Context: an optimization exercise on an open-source flow, tuned for a short achievable clock period and few clock cycles. The choices shown serve that exercise and are no tape-out recipe.
No run shown here included a check of the RTL's function; only the layout flow was run.
No activity file was given, so power comes from the tool's default toggle rates.

==> flow/design.v <==
`timescale 1ns / 1ps
module microP(
    input clk,
    input reset,
    output [7:0] imem_addr,
    input [16:0] imem_data,
    output [7:0] dmem_addr,
    output [7:0] dmem_wdata,
    output dmem_we,
    input [7:0] dmem_rdata,
    input [7:0] data_in,
    output out_we,
    output [7:0] data_out_col,
    output [7:0] data_out_addr
    );
localparam [4:0] OP_SUB = 5'd1,  OP_JML = 5'd2,  OP_JMP = 5'd3,  OP_AIU = 5'd4,
                 OP_ST  = 5'd5,  OP_AND = 5'd6,  OP_JMR = 5'd7,  OP_LSL = 5'd8,
                 OP_ADI = 5'd9,  OP_XOR = 5'd10, OP_BZ  = 5'd11, OP_MOV = 5'd12,
                 OP_LD  = 5'd13, OP_SLT = 5'd14, OP_ADD = 5'd15, OP_OUT = 5'd16,
                 OP_NOT = 5'd17, OP_IN  = 5'd18, OP_BNZ = 5'd19, OP_ORI = 5'd20,
                 OP_LSR = 5'd21;
reg [7:0] A_e, B_e;       
reg cin_e;                
reg s_add, s_slt, s_and, s_or, s_xor, s_a, s_not, s_lsl, s_lsr, s_ld, s_in;
reg RW_e, MW_e, OW_e;
reg [2:0] DR_e;
reg [7:0] R1, R2, R3, R4, R5, R6, R7;
wire [8:0] sum = {1'b0, A_e} + {1'b0, B_e} + {8'd0, cin_e};
wire [7:0] shl = A_e << B_e[2:0];
wire [7:0] shr = A_e >> B_e[2:0];
wire [7:0] res =
      ({8{s_add}} & sum[7:0])
    | ({8{s_slt}} & {7'd0, ~sum[8]})
    | ({8{s_and}} & (A_e & B_e))
    | ({8{s_or }} & (A_e | B_e))
    | ({8{s_xor}} & (A_e ^ B_e))
    | ({8{s_a  }} & A_e)
    | ({8{s_not}} & ~A_e)
    | ({8{s_lsl}} & shl)
    | ({8{s_lsr}} & shr)
    | ({8{s_ld }} & dmem_rdata)
    | ({8{s_in }} & data_in);
wire z_res = (res == 8'd0);
assign dmem_addr = A_e;
assign dmem_wdata = B_e;
assign dmem_we = MW_e;
assign out_we = OW_e;
assign data_out_col = A_e;
assign data_out_addr = B_e;
reg [7:0] PC;
assign imem_addr = PC;
wire [7:0] PC1 = PC + 8'd1;
wire [4:0] op = imem_data[16:12];
wire [2:0] dr = imem_data[11:9];
wire [2:0] sa = imem_data[8:6];
wire [2:0] sb = imem_data[5:3];
wire [5:0] im = imem_data[5:0];
wire [7:0] se_im = {{2{im[5]}}, im};
function [7:0] rd;
    input [2:0] a;
    input [7:0] r1, r2, r3, r4, r5, r6, r7;
    case (a)
        3'd1: rd = r1; 3'd2: rd = r2; 3'd3: rd = r3; 3'd4: rd = r4;
        3'd5: rd = r5; 3'd6: rd = r6; 3'd7: rd = r7;
        default: rd = 8'd0;
    endcase
endfunction
wire [7:0] ra = rd(sa, R1, R2, R3, R4, R5, R6, R7);
wire [7:0] rb = rd(sb, R1, R2, R3, R4, R5, R6, R7);
wire fwd_a = RW_e && (DR_e == sa);
wire fwd_b = RW_e && (DR_e == sb);
wire [7:0] A = fwd_a ? res : ra;
wire [7:0] B = fwd_b ? res : rb;
wire [7:0] zr = {R7 == 8'd0, R6 == 8'd0, R5 == 8'd0, R4 == 8'd0,
                 R3 == 8'd0, R2 == 8'd0, R1 == 8'd0, 1'b1};
wire zA = fwd_a ? z_res : zr[sa];
wire [7:0] target = PC1 + se_im;
wire taken = (op == OP_JMP) || (op == OP_JML) ||
             ((op == OP_BZ) && zA) || ((op == OP_BNZ) && !zA);
wire [7:0] next_pc = (op == OP_JMR) ? A : (taken ? target : PC1);
reg [7:0] A_d, B_d;
reg cin_d;
reg d_add, d_slt, d_and, d_or, d_xor, d_a, d_not, d_lsl, d_lsr, d_ld, d_in;
reg w_d, MW_d, OW_d;
always @(*) begin
    A_d = A; B_d = B; cin_d = 1'b0;
    d_add = 1'b0; d_slt = 1'b0; d_and = 1'b0; d_or = 1'b0; d_xor = 1'b0; d_a = 1'b0;
    d_not = 1'b0; d_lsl = 1'b0; d_lsr = 1'b0; d_ld = 1'b0; d_in = 1'b0;
    w_d = 1'b0; MW_d = 1'b0; OW_d = 1'b0;
    case (op)
        OP_SUB: begin w_d = 1'b1; d_add = 1'b1; B_d = ~B; cin_d = 1'b1; end
        OP_JML: begin w_d = 1'b1; d_a = 1'b1; A_d = PC1; end
        OP_AIU, OP_ADI: begin w_d = 1'b1; d_add = 1'b1; B_d = se_im; end
        OP_ST:  begin MW_d = 1'b1; end
        OP_AND: begin w_d = 1'b1; d_and = 1'b1; end
        OP_LSL: begin w_d = 1'b1; d_lsl = 1'b1; B_d = {5'd0, imem_data[2:0]}; end
        OP_LSR: begin w_d = 1'b1; d_lsr = 1'b1; B_d = {5'd0, imem_data[2:0]}; end
        OP_XOR: begin w_d = 1'b1; d_xor = 1'b1; end
        OP_MOV: begin w_d = 1'b1; d_a = 1'b1; end
        OP_LD:  begin w_d = 1'b1; d_ld = 1'b1; end
        OP_SLT: begin w_d = 1'b1; d_slt = 1'b1; B_d = ~B; end
        OP_ADD: begin w_d = 1'b1; d_add = 1'b1; end
        OP_OUT: begin OW_d = 1'b1; end
        OP_NOT: begin w_d = 1'b1; d_not = 1'b1; end
        OP_IN:  begin w_d = 1'b1; d_in = 1'b1; end
        OP_ORI: begin w_d = 1'b1; d_or = 1'b1; B_d = {2'b00, im}; end
        default: ;
    endcase
end
always @(posedge clk) begin
    if (!reset) begin
        PC <= 8'd0;
        RW_e <= 1'b0; MW_e <= 1'b0; OW_e <= 1'b0;
    end else begin
        PC <= next_pc;
        RW_e <= w_d && (dr != 3'd0);
        MW_e <= MW_d;
        OW_e <= OW_d;
    end
end
always @(posedge clk) begin
    A_e <= A_d; B_e <= B_d; cin_e <= cin_d; DR_e <= dr;
    s_add <= d_add; s_slt <= d_slt; s_and <= d_and; s_or <= d_or; s_xor <= d_xor;
    s_a <= d_a; s_not <= d_not; s_lsl <= d_lsl; s_lsr <= d_lsr; s_ld <= d_ld; s_in <= d_in;
end
always @(posedge clk) begin
    if (RW_e) begin
        case (DR_e)
            3'd1: R1 <= res; 3'd2: R2 <= res; 3'd3: R3 <= res; 3'd4: R4 <= res;
            3'd5: R5 <= res; 3'd6: R6 <= res; 3'd7: R7 <= res;
            default: ;
        endcase
    end
end
endmodule
==> flow/run.sh <==
#!/bin/bash
# synth_recipe.tcl (not shown) runs the flow's synth.tcl, then flattens the netlist and writes it again
# the make line also repeats each setting of config.mk as NAME=value (left out here)
make -C /OpenROAD-flow-scripts/flow DESIGN_CONFIG=/design/flow/config.mk WORK_HOME=/design/flow/orfs CLKGATE_MAP_FILE= SYNTH_SCRIPT=/design/flow/synth_recipe.tcl finish
==> flow/config.mk <==
export PLATFORM = sky130hd
export DESIGN_NAME = microP
export DESIGN_NICKNAME = microP
export VERILOG_FILES = /design/flow/design.v
export SDC_FILE = /design/flow/constraint.sdc
export NUM_CORES = 4
export LEC_CHECK = 0
export ABC_CLOCK_PERIOD_IN_PS = 2000
export CAP_MARGIN = 20
export CORE_MARGIN = 2
export CORE_UTILIZATION = 40
export PLACE_DENSITY = 0.6
export SETUP_SLACK_MARGIN = 3.0
export SLEW_MARGIN = 20
export TNS_END_PERCENT = 100
==> flow/constraint.sdc <==
create_clock -name core_clock -period 5.0 [get_ports {clk}]
set_input_delay 1.0000 -clock core_clock [delete_from_list [all_inputs] [get_ports {clk}]]
set_output_delay 1.0000 -clock core_clock [all_outputs]
set_load 0.01 [all_outputs]
==> metrics.md, run 1 <==
| Metric | Value |
|---|---|
| Post-route setup slack | 1.53 ns |
| Combinational share of power | 37.6% |
| Sequential share of the synthesized area | 37.1% |
| Wirelength, routed | 24700 µm |
| Top cells by area, synth | edfxtp_1, dfxtp_1, mux2i_1, ha_1, a21oi_1 |
| Launching point of the worst reg2reg path | cin_e |
| Final Hold Viols | 0 |
| First-pass GRT wire length | 37000 µm |
| Slew Limit Fails | 0 |
| WP data arrival | 3.72 ns |
| Syn Inst Count | 722 |
| Worst setup path start | cin_e |
| CTS H-tree depth | 3 |
| CP peak stage delay | 0.49 ns |
| Clk_skew | 0.0140 ns |
| Detail Placement HPWL | 16000 µm |
| Clock-pin slew on the worst setup and hold paths | 0.07 ns |
| Synth async-reset ratio | 0% |
| Crit path time final | 3.47 ns |
| Min-delay src | PC[0] |
| Critical Path RT | 5.25 ns |
| Core Area | 16600 µm² |
| Syn_nets | 785 |
| Final period util | 69.4% |
| Iteration-0 DRC Markers | 738 |
| Setup TNS Final | 0 ns |
| P_sw | 0.905 mW |
| Clock Sinks | 98 |
| Register share of total power | 36.7% |
| Setup slack, reg-to-reg | 1.53 ns |
| Placer Congestion | 0.950 |
| Nets | 906 |
| Initial core utilization | 40.9% |
| Top_reg_cell synth | edfxtp_1 |
| Sw frac | 34.1% |
| Clock latency on the worst-skew pair | 0.36 ns |
| Status | no timing/DRC/antenna violations |
| Min-delay worst type | reg -> reg |
| RSZ-0062 raised after global routing | true |
| Worst-path fanout max | 2 |
| Min Hold Slack | 0.517 ns |
| Area leader, netlist | edfxtp_1 |
| Cts hold-fix bufs | 0 |
| Fmax | 288 MHz |
| Die area | 18000 µm² |
| CTS root buf | clkbuf_16 |
| Yosys top cell area share | 24.8% |
| # IOs | 77 |
| Vias | 6587 |
| Path depth of the worst reg2reg path | 12 |
| TritonCTS clock tree | yes |
| #FFs+latches synth | 98 |
| Largest net degree at the start of global routing | 27 |
| Global route overflow | 0 |
| Area growth syn-to-layout | 40.5% |
| WP buf/inv | 1 |
| EDFF count, synth | 56 |
| Synth warn | 1 |
| Core Rows | 47 |
| Worst VDD drop | 0.000177 V |
| Leak | 3.71 nW |
| Vias per Instance | 6.17 |
| Pwr Total | 2.65 mW |
| Die W | 134 µm |
| Critical path depth in cells | 12 |
| Clock Power Share | 25.7% |
| CP endpoint | PC[1] |
| Critical path endpoint category | flip-flop |
| Worst slew margin | 42.1% |
| Number of fillers in the final layout | 1378 |
| Vias in the first global route | 6509 |
| Layout cells sized above 1 | 34.7% |
| Internal | 1.75 mW |
| WL/cell | 23.1 µm |
| Fin util | 57.5% |
| Antenna diodes | 0 |
| Slowest-stage cell, CP | o41a_1 |
| TritonRoute pass-1 iters | 6 |
| Detail Route Antenna Nets | 0 |
| Buffers added on ports | 76 |
| Synth unique cells | 70 |
| Power per cell area | 278 nW/µm² |
| Most frequent CP cell | fa_2 |
| Crit Path Category | reg -> reg |
| Startpoint types | flip-flop |
| Max_cap viols | 0 |
| Synthesized area per cell | 9.40 µm² |
| Drt drc | 0 |
| Slew @ Worst Pin | 0.865 ns |
| CTS max path bufs | 2 |
| Reg2reg end | PC[1] |
| Worst path cell trace | fa_2, inv_2, fa_2, nand2b_4, a21oi_4, mux2i_2, a2111oi_4, nand3_1, o41a_1, o2111a_2, or4_1, o2111a_1 |
| Finish-stage setup viols | 0 |
| Cell family with most CP delay | compound AO/OA/AOI/OAI gates |
| Pre-CTS setup slack | 0.860 ns |
| Initial antenna violation count | 1 |
| Die Height | 134 µm |
| Post-Syn Area | 6790 µm² |
| Tot GR Track Use | 26.8% |
| Num CTS Buffers | 9 |
-- sequential cells by signal (all words and copies together), names as in the netlist, 3 cells and up --
register	cells
R4	8
A_e	8
B_e	8
R6	8
R5	8
R7	8
R3	8
R2	8
DR_e	3
R1	8
PC	8
-- power groups by stage --
| stage | clock [mW] | sequential [mW] | combinational [mW] |
|---|---|---|---|
| CTS | 0.685 | 0.970 | 0.915 |
| floorplan | 0 | 0.979 | 0.475 |
| detailed placement | 0 | 1.01 | 0.652 |
| finish | 0.682 | 0.974 | 0.998 |
| global route | 0.711 | 0.978 | 1.06 |
| global placement | 0 | 1.01 | 0.644 |
-- metrics by stage --
| stage | cells | area (µm²) |
|---|---|---|
| 4_1_cts | 1053 | 9270 |
| 2_1_floorplan | 722 | 7180 |
| 6_report | 1068 | 9540 |
| 5_1_grt | 1068 | 9540 |
| 3_5_place_dp | 965 | 7750 |
| 3_3_place_gp | 965 | 7750 |
-- kinds of logic after synthesis --
family	Yosys count	share of synthesized area [%]
simple gates	234	17.3
compound gates	169	17.3
buf+inv	99	6.49
flops	98	37.1
mux	74	13.7
fa+ha+maj	28	5.49
xor+xnor	20	2.58
-- area by class of cell --
class                   count  area [µm²]  area share [%]
clock buffers               9         225            2.36
clock inverters             7        57.6           0.603
inverters                  38         171            1.80
multi-input cells         525        4470            46.9
flip-flops and latches     98        2570            27.0
well taps                 220         275            2.89
repair buffers            171        1760            18.5
-- timing repair --
action                     CTS  global route
setup buffers               69            14
gates resized for setup    305            59
pin swaps                   56            30
gates cloned                 3             1
setup endpoints to repair  136           111
-- placed cells by master (no fill, tap or decap), types with 15 or more instances in the layout --
master,netlist,layout
nand3_1,21,21
buf_6,1,43
nand2_1,55,55
buf_4,16,49
ha_1,25,20
nor2_1,58,53
edfxtp_1,56,56
mux2i_1,46,42
inv_1,38,29
dfxtp_1,42,21
o21ai_0,19,16
nand2b_1,16,15
a21oi_1,56,32
clkdlybuf4s50_1,0,15
-- cell usage after synthesis, types with 16 or more instances --
cell type  number
nor2_1         58
a21oi_1        56
edfxtp_1       56
nand2_1        55
mux2i_1        46
dfxtp_1        42
clkbuf_1       40
inv_1          38
ha_1           25
nand3_1        21
o21ai_0        19
nor4_1         17
buf_4          16
nand2b_1       16
nor3_1         16
-- routing by layer --
| layer | vias to the layer above | global-route usage, % | wire length (µm) |
|---|---|---|---|
| li1 | 2940 | - | - |
| met1 | 3226 | 36.7 | 10500 |
| met2 | 357 | 42.7 | 11600 |
| met3 | 62 | 4.84 | 1920 |
| met4 | 2 | 9.42 | 654 |
| met5 | - | 0 | 13 |
-- worst min-delay path by stage --
stage	cells past startpoint	to	slack, ns
global placement	1	PC[0]	0.58
detailed placement	1	PC[0]	0.58
floorplan	1	PC[0]	0.57
finish	1	PC[0]	0.52
global route	1	PC[0]	0.55
CTS	1	PC[0]	0.51
==> inputs of run 2 (changes only) <==
==> flow/flow/run.sh (new file) <==
#!/bin/bash
# The standard layout, with the resizer allowed to swap cells of any footprint.
set -euo pipefail
bash standard.sh MATCH_CELL_FOOTPRINT=0 finish > standard_flow.log 2>&1
==> flow/standard.sh (new file) <==
#!/bin/bash
# synth_recipe.tcl (not shown) runs the flow's synth.tcl, then flattens the netlist and writes it again
# the make line also repeats each setting of config.mk as NAME=value (left out here)
make -C /OpenROAD-flow-scripts/flow DESIGN_CONFIG=/design/flow/config.mk WORK_HOME=/design/flow/orfs CLKGATE_MAP_FILE= SYNTH_SCRIPT=/design/flow/synth_recipe.tcl "${@:-finish}"
removed: flow/run.sh
==> metrics.md, run 2 <==
| Metric | Value |
|---|---|
| Placed cell count | 966 |
| Number of fillers in the final layout | 1440 |
| Cts hold-fix bufs | 0 |
| Core Rows | 47 |
| Placer Congestion | 0.929 |
| Finish-stage setup viols | 0 |
| Die Height | 134 µm |
| Sequential share of the synthesized area | 37.1% |
| Hold Crit Depth | 1 |
| Hold Path End | PC[0] |
| Status | no timing/DRC/antenna violations |
| Critical Path RT | 5.25 ns |
| Fmax | 288 MHz |
| Most frequent CP cell | fa_2 |
| Antenna diodes | 0 |
| Nets | 901 |
| Layout cells sized above 1 | 31.7% |
| Power per cell area | 275 nW/µm² |
| Vias in the first global route | 6440 |
| Yosys top cell area share | 24.8% |
| Final Hold Viols | 0 |
| Core Area | 16600 µm² |
| RSZ-0062 raised after global routing | true |
| Vias | 6501 |
| Clk_skew | 0.0144 ns |
| Initial antenna violation count | 0 |
| Min-delay worst type | reg -> reg |
| Global route overflow | 0 |
| EDFF count, synth | 56 |
| Min-delay src | PC[0] |
| Area leader, netlist | edfxtp_1 |
| Leading cell types by count after synthesis | nor2_1, a21oi_1, edfxtp_1 |
| Wirelength, routed | 24400 µm |
| Commonest non-fill, non-tap cell in the layout | edfxtp_1 |
| Slowest-stage cell, CP | or4_1 |
| Count leader, synth | nor2_1 |
| Synth async-reset ratio | 0% |
| Synth warn | 1 |
| Clock latency on the worst-skew pair | 0.36 ns |
| Final period util | 69.6% |
| Launching point of the worst reg2reg path | B_e[0] |
| Synth unique cells | 70 |
| Clock-pin slew on the worst setup and hold paths | 0.07 ns |
| Top_reg_cell synth | edfxtp_1 |
| TritonRoute pass-1 iters | 6 |
| Slew Limit Fails | 0 |
| Crit path time final | 3.48 ns |
| Synthesized area per cell | 9.40 µm² |
| Worst slew margin | 41.2% |
| CP peak stage delay | 0.47 ns |
| CTS max path bufs | 2 |
| Drt drc | 0 |
| # IOs | 77 |
| Detail Placement HPWL | 16300 µm |
| Area growth syn-to-layout | 41.8% |
| Tot GR Track Use | 26.8% |
| Worst path cell trace | fa_2, inv_2, fa_2, nand2b_4, buf_4, buf_6, a21oi_2, xor2_1, a211oi_2, nand2_1, o41a_1, o2111a_2, or4_1, o2111a_1 |
| Finished Layout Cells | 1063 |
| CTS H-tree depth | 3 |
| Post-Syn Area | 6790 µm² |
| Reg2reg end | PC[1] |
| Path depth of the worst reg2reg path | 14 |
| Most frequent cells in the layout | edfxtp_1, nand2_1, nor2_1 |
| Slew @ Worst Pin | 0.879 ns |
| #FFs+latches synth | 98 |
| First-pass GRT wire length | 36900 µm |
| WL/cell | 22.9 µm |
| Setup TNS Final | 0 ns |
| Critical path endpoint category | flip-flop |
| Worst-path fanout max | 5 |
| Iteration-0 DRC Markers | 577 |
| WP data arrival | 3.73 ns |
| Buffers added on ports | 76 |
| Clock Sinks | 98 |
| TritonCTS clock tree | yes |
| Num CTS Buffers | 9 |
| Max_cap viols | 0 |
| Largest net degree at the start of global routing | 27 |
| Syn Inst Count | 722 |
| Initial core utilization | 40.9% |
| Leak | 4.15 nW |
| Die W | 134 µm |
| CTS root buf | clkbuf_16 |
| Crit Path Category | reg -> reg |
| Detail Route Antenna Nets | 0 |
| Syn_nets | 785 |
| Startpoint types | flip-flop |
| Worst VDD drop | 0.000168 V |
| Setup slack, reg-to-reg | 1.52 ns |
| Vias per Instance | 6.12 |
| Die area | 18000 µm² |
| Top cells by area, synth | edfxtp_1, dfxtp_1, mux2i_1, ha_1, a21oi_1 |
-- run 2: kinds of logic (layout without fill, tap and decap cells) --
family                     after synthesis  count (layout)  synth area share (%)
AOI/OAI and AO/OA                      169             169                  17.3
xor gates and xnor gates                20              20                  2.58
adders and majority gates               28              28                  5.49
buffers and inverters                   99             220                  6.49
DFF                                     98              98                  37.1
muxes                                   74              74                  13.7
and+or+nand+nor                        234             234                  17.3
-- run 2: worst max-delay path by stage --
stage | start | endpoint | slack, ns
final | B_e[0] | PC[1] | 1.52
after global routing | B_e[0] | PC[1] | 1.38
after CTS | A_e[0] | PC[1] | 1.47
after detailed placement | data_in[5] | PC[1] | 0.90
after global placement | dmem_rdata[1] | PC[1] | 0.97
after floorplan | A_e[0] | PC[1] | 1.63
-- run 2: critical path: cells and delay by family, from the launching register on --
kind            cells  cell delay, ns
xor+xnor            1            0.09
simple gates        3            0.74
compound gates      5            1.30
fa+ha+maj           2            0.59
flops               1            0.37
buf+inv             3            0.28
-- run 2: where the power goes --
group	switching, mW	internal, mW
sequential	0.0618	0.914
clock	0.333	0.346
combinational	0.507	0.489
total	0.902	1.75
-- run 2: what timing repair did --
item / in CTS / in global routing
gates resized for setup: 216 / 46
endpoints found under the hold margin: 0 / 0
endpoints found under the setup margin: 134 / 101
gates cloned: 4 / 1
buffers inserted: 61 / 15
pin swaps: 54 / 32
-- run 2: layout make-up --
type	count	area (µm²)	share of cell area [%]
inverters	38	174	1.81
repair buffers	166	1820	18.9
clock buffers	9	225	2.34
well taps	220	275	2.86
clock inverters	7	57.6	0.598
multi-input cells	525	4510	46.8
flip-flops and latches	98	2570	26.7
-- run 2: metal layers --
layer | routed length (µm) | vias to the layer above | track usage, %
li1 | - | 2915 | -
met1 | 10300 | 3217 | 36.2
met2 | 11500 | 322 | 43.3
met3 | 1950 | 47 | 5.18
met4 | 620 | 0 | 9.12
met5 | 0 | - | 0
-- run 2: through the flow --
| step | power (mW) | hold WS [ns] | area [µm²] | setup slack (ns) | utilization [%] |
|---|---|---|---|---|---|
| floorplan | 1.45 | 0.571 | 7160 | 1.63 | - |
| global placement | 1.66 | 0.598 | 7790 | 0.967 | 47.0 |
| detailed placement | 1.68 | 0.595 | 7790 | 0.897 | 47.0 |
| CTS | 2.57 | 0.521 | 9320 | 1.47 | 56.2 |
| global route | 2.75 | 0.556 | 9630 | 1.38 | 58.1 |
| finish | 2.65 | 0.522 | 9630 | 1.52 | 58.1 |

port drivers added, routing unchanged:
The results above use ideal ports. As a check the final layouts listed here were re-extracted and re-timed, cells and wires unchanged. Step 1: set_driving_cell puts a clkbuf_16 on clk and a buf_2 on each other input, an assumption about the parent block. Step 2 times the ports against the registers' clock, not the clock port: input delays grow and output delays shrink by t, the midpoint of the rising clock arrivals with the driver on. Three values: no drivers, after step 1, after step 2; two values: the first two.
run	t, ns	setup slack, ns	hold slack, ns
run 1	0.401	1.529 / 1.529 / 1.208	0.517 / 0.517 / 0.517
run 2	0.396	1.522 / 1.522 / 1.160	0.522 / 0.522 / 0.522
After both steps every run listed still meets setup and hold. The setup slack of run 2, which loses most, moves by 0.000 ns with the drivers and by -0.362 ns with both steps.
